Background: an optimization exercise with open tools, aiming at small area, a short achievable clock period and few clock cycles. Do not read the settings as production practice. In this exercise RTL edits were held to simulation tests only and were not proved equivalent to the original. Power is estimated from default activity; no workload was simulated.

== JK ==
// rdma_ip_decap_integrated
module rdma_ip_decap_integrated #(
    parameter [47:0] LOCAL_MAC  = 48'h000A35010203,
    parameter [15:0] LOCAL_PORT = 16'd5005
)(
    input  wire        iClk,
    input  wire        iRst,
    input  wire [31:0] i_eth_axis_tdata,
    input  wire [3:0]  i_eth_axis_tkeep,
    input  wire        i_eth_axis_tvalid,
    output wire        o_eth_axis_tready,
    input  wire        i_eth_axis_tlast,
    input  wire        i_eth_axis_tuser,
    output wire [31:0] o_payload_axis_tdata,
    output wire [3:0]  o_payload_axis_tkeep,
    output wire        o_payload_axis_tvalid,
    input  wire        i_payload_axis_tready,
    output wire        o_payload_axis_tlast,
    output wire        o_payload_axis_tuser,
    output wire [31:0] o_hdr_src_ip,
    output wire [31:0] o_hdr_dst_ip,
    output wire [15:0] o_hdr_src_port,
    output wire [15:0] o_hdr_dst_port,
    output wire [15:0] o_hdr_payload_len,
    output wire        o_hdr_valid,
    output wire        o_busy,
    output wire        o_error,
    output wire [3:0]  o_error_code,
    output wire        o_stat_pkt_received,
    output wire        o_stat_pkt_dropped,
    output wire [2:0]  o_debug_state
);
wire [31:0] d    = i_eth_axis_tdata;
wire [3:0]  k    = i_eth_axis_tkeep;
wire        tl   = i_eth_axis_tlast;
wire        tu   = i_eth_axis_tuser;
reg  [3:0] bc;       
reg        drop;     
reg        pay;      
reg        pend;     
reg        pk3;      
reg        pu;       
wire hdr_mode = !drop && !pay;
reg [31:0] o_data; reg [3:1] o_keep; reg o_last, o_user, o_valid;
reg [31:0] q_data; reg [3:1] q_keep; reg q_last, q_user, q_valid;
reg  tready;          
reg  busy_r;
wire hs     = i_eth_axis_tvalid && tready;
wire hh     = hs && hdr_mode;      
reg [3:0]  ec;               
reg [15:0] ca, cb;           
reg [15:0] s_reg;            
reg        hv_r, er_r, rc_r, dr_r;
wire        b3  = (bc == 4'd3);
wire [15:0] ya  = b3 ? 16'hFFF7 : ca;
wire [15:0] yb  = b3 ? 16'h0000 : cb;
wire [15:0] cw2 = (bc == 4'd8) ? 16'd0 : d[31:16];
wire [15:0] s1  = ya ^ yb ^ d[15:0];
wire [15:0] c1  = (ya & yb) | (ya & d[15:0]) | (yb & d[15:0]);
wire [15:0] c1r = {c1[14:0], c1[15]};
wire [15:0] s2  = s1 ^ c1r ^ cw2;
  ...
For scale: roughly 690 cells after synthesis, about 140 flip-flops, roughly 210 I/O pins, about 7900 um2 of cells after synthesis.
clock: 9.0 ns
lec_check: 0
abc_clock_period_in_ps: 2500
cap_margin: 20
core_margin: 2
core_utilization: 40
slew_margin: 20
standard.sh (not shown) runs the stock make flow with config.mk's settings and CLKGATE_MAP_FILE= SYNTH_SCRIPT=/design/flow/synth_recipe.tcl, a recipe that flattens the netlist after the stock synthesis.
==> flow/flow/run.sh <==
#!/bin/bash
# The standard layout (standard.sh), with two changes: the port buffers
# inserted before global placement are plain buf_1 cells instead of the
# default delay-cell choice, and timing repair aims for a setup slack of
# 6.0 ns at the 9 ns clock, i.e. a period well under the constraint.
set -euo pipefail
export BUFFER_PORTS_ARGS="-buffer_cell sky130_fd_sc_hd__buf_1"
bash standard.sh SETUP_SLACK_MARGIN=6.0 finish > standard_flow.log 2>&1
Testbench counts of JK, summed over its fixed seeds: cycles 43,647.
Here is what was changed in the inputs of MS compared with JK.
# JK
export LEC_CHECK = 0
export ABC_CLOCK_PERIOD_IN_PS = 2500
export CAP_MARGIN = 20
export CORE_MARGIN = 2
export CORE_UTILIZATION = 40
export SLEW_MARGIN = 20
create_clock -name core_clock -period 9.0 [get_ports {iClk}]
# MS
export LEC_CHECK = 0
export ABC_CLOCK_PERIOD_IN_PS = 2500
export CAP_MARGIN = 20
export CORE_MARGIN = 2
export CORE_UTILIZATION = 65
export SLEW_MARGIN = 20
create_clock -name core_clock -period 9.0 [get_ports {iClk}]
==> flow/flow/run.sh <==
#!/bin/bash
# The standard layout (standard.sh) with these changes:
# - the port buffers inserted before global placement are plain buf_1 cells
#   instead of the default delay-cell choice;
# - clock tree synthesis adds no dummy balancing loads;
# - timing repair aims for a setup slack of 6.0 ns at the 9 ns clock, i.e. a
#   shorter achieved period than the constraint asks for.
# The whole make output goes to standard_flow.log; each step's own log is
# under orfs/logs.
set -euo pipefail
export BUFFER_PORTS_ARGS="-buffer_cell sky130_fd_sc_hd__buf_1"
export CTS_ARGS="-sink_clustering_enable -repair_clock_nets -dont_use_dummy_load -buf_list sky130_fd_sc_hd__clkbuf_8"
bash standard.sh SETUP_SLACK_MARGIN=6.0 finish > standard_flow.log 2>&1
### Flow results
The number of tap cells inserted of MS falls short of that of JK by 45%. Changes observed in MS relative to JK: cell area lower, peak fanout along the critical path went down, first-pass GRT wire length +about 1%, routed wire length went down. Re sequential share of layout area: JK was lower than MS. Compared with JK, the detailed router inserted more vias in MS.
## Diff of input files: AL against MS
# MS
export LEC_CHECK = 0
export ABC_CLOCK_PERIOD_IN_PS = 2500
export CAP_MARGIN = 20
export CORE_MARGIN = 2
export CORE_UTILIZATION = 65
export SLEW_MARGIN = 20
create_clock -name core_clock -period 9.0 [get_ports {iClk}]
# AL
export LEC_CHECK = 0
export ABC_AREA = 1
export CAP_MARGIN = 20
export CORE_MARGIN = 2
export CORE_UTILIZATION = 40
export SLEW_MARGIN = 20
create_clock -name core_clock -period 9.0 [get_ports {iClk}]
==> flow/flow/run.sh <==
#!/bin/bash
# The standard layout (standard.sh) with these changes: the port buffers
# inserted before global placement are plain buf_1 cells instead of the
# default delay-cell choice, and timing repair aims for a setup slack of
# 6.0 ns at the 9 ns clock, i.e. a period well under the constraint.
set -euo pipefail
export BUFFER_PORTS_ARGS="-buffer_cell sky130_fd_sc_hd__buf_1"

bash standard.sh SETUP_SLACK_MARGIN=6.0 finish > standard_flow.log 2>&1
[summary]
- AL completed every stage of the flow, and the final layout passed the timing, DRC and antenna checks.
- MS → AL: via count went up, overall die height went up, portion of total power attributed to combinational logic went down, total power went up.
- MS has a lower global-route wire length before repair than AL.
- AL vs. MS: maximum ir drop on the vdd rail went up by 95%.
- | required time of the critical path | MS vs AL | ≈ equal |
- Between MS and AL, global routing usage summed across all routing layers is lower for AL, MS comes in above that.
- Looking only at area added between synthesis and finish, and setting everything else aside, the higher value of MS and AL goes to AL.
The inputs of TR differ from those of AL as listed below.
# AL
export LEC_CHECK = 0
export ABC_AREA = 1
export CAP_MARGIN = 20
export CORE_MARGIN = 2
export CORE_UTILIZATION = 40
export SLEW_MARGIN = 20
create_clock -name core_clock -period 9.0 [get_ports {iClk}]
# TR
export LEC_CHECK = 0
export ABC_CLOCK_PERIOD_IN_PS = 2500
export CAP_MARGIN = 20
export CORE_MARGIN = 2
export CORE_UTILIZATION = 40
export SLEW_MARGIN = 20
create_clock -name core_clock -period 9.0 [get_ports {iClk}]
==> flow/flow/run.sh <==
#!/bin/bash
# The standard layout (standard.sh) with these changes:
# - the port buffers inserted before global placement are plain buf_1 cells
#   instead of the default delay-cell choice;
# - clock tree synthesis adds no dummy balancing loads;
# - timing repair aims for a setup slack of 6.0 ns at the 9 ns clock, i.e. a
#   shorter achieved period than the constraint asks for.
# The whole make output goes to standard_flow.log; each step's own log is
# under orfs/logs.
set -euo pipefail
export BUFFER_PORTS_ARGS="-buffer_cell sky130_fd_sc_hd__buf_1"
export CTS_ARGS="-sink_clustering_enable -repair_clock_nets -dont_use_dummy_load"
bash standard.sh SETUP_SLACK_MARGIN=6.0 finish > standard_flow.log 2>&1
Results
TR ends up with a power after layout that is 10% lower than in AL. The termination of the worst setup path comes out busy_r$_SDFF_PN0_ in one run and ca[6]$_DFFE_PP_ in the other, namely in TR and AL respectively. Diff AL -> TR: met2 routing resource usage after global routing shows a reduction of 4.5 points; basic-gate share of the synthesized area counting and, or, nand and nor cells -6.0 points. On TR: number of logic inverters in the finished layout is about 65% lower than what AL gave. | die area | TR vs AL | 370 um2 lower |. AL has higher final area than TR. In the reports for TR and AL, the smaller post-synthesis to final-layout area growth belongs to TR. Note that the count of mapped cells out of synthesis recorded for TR amounts to 0.79 times the value seen in AL.

## port drivers added, routing unchanged
Ports are ideal in the flow. The routed layouts listed here were re-timed in OpenROAD. Step 1 (the two cells are an assumption about what drives the block):
set clk [get_ports {iClk}]
set_driving_cell -lib_cell sky130_fd_sc_hd__clkbuf_16 $clk
set_driving_cell -lib_cell sky130_fd_sc_hd__buf_2 [delete_from_list [all_inputs] $clk]
Step 2 times the ports against the registers' clock, not the clock port: input delays grow and output delays shrink by t, the midpoint of the rising clock arrivals with the driver on. a / b / c = ideal ports / drivers / drivers and shift; a / b = the first two.
run	shift t [ns]	setup slack, ns	worst setup path at the end
JK	0.465	5.981 / 5.990 / 5.525	input to register
MS	0.472	5.966 / 5.972 / 5.501	input to register
AL	0.466	6.014 / 5.965 / 5.499	input to register
TR	0.448	5.947 / 5.961 / 5.513	input to register
After both steps every run listed still meets setup and hold. The setup slack of AL, which loses most, moves by -0.049 ns with the drivers and by -0.515 ns with both steps.
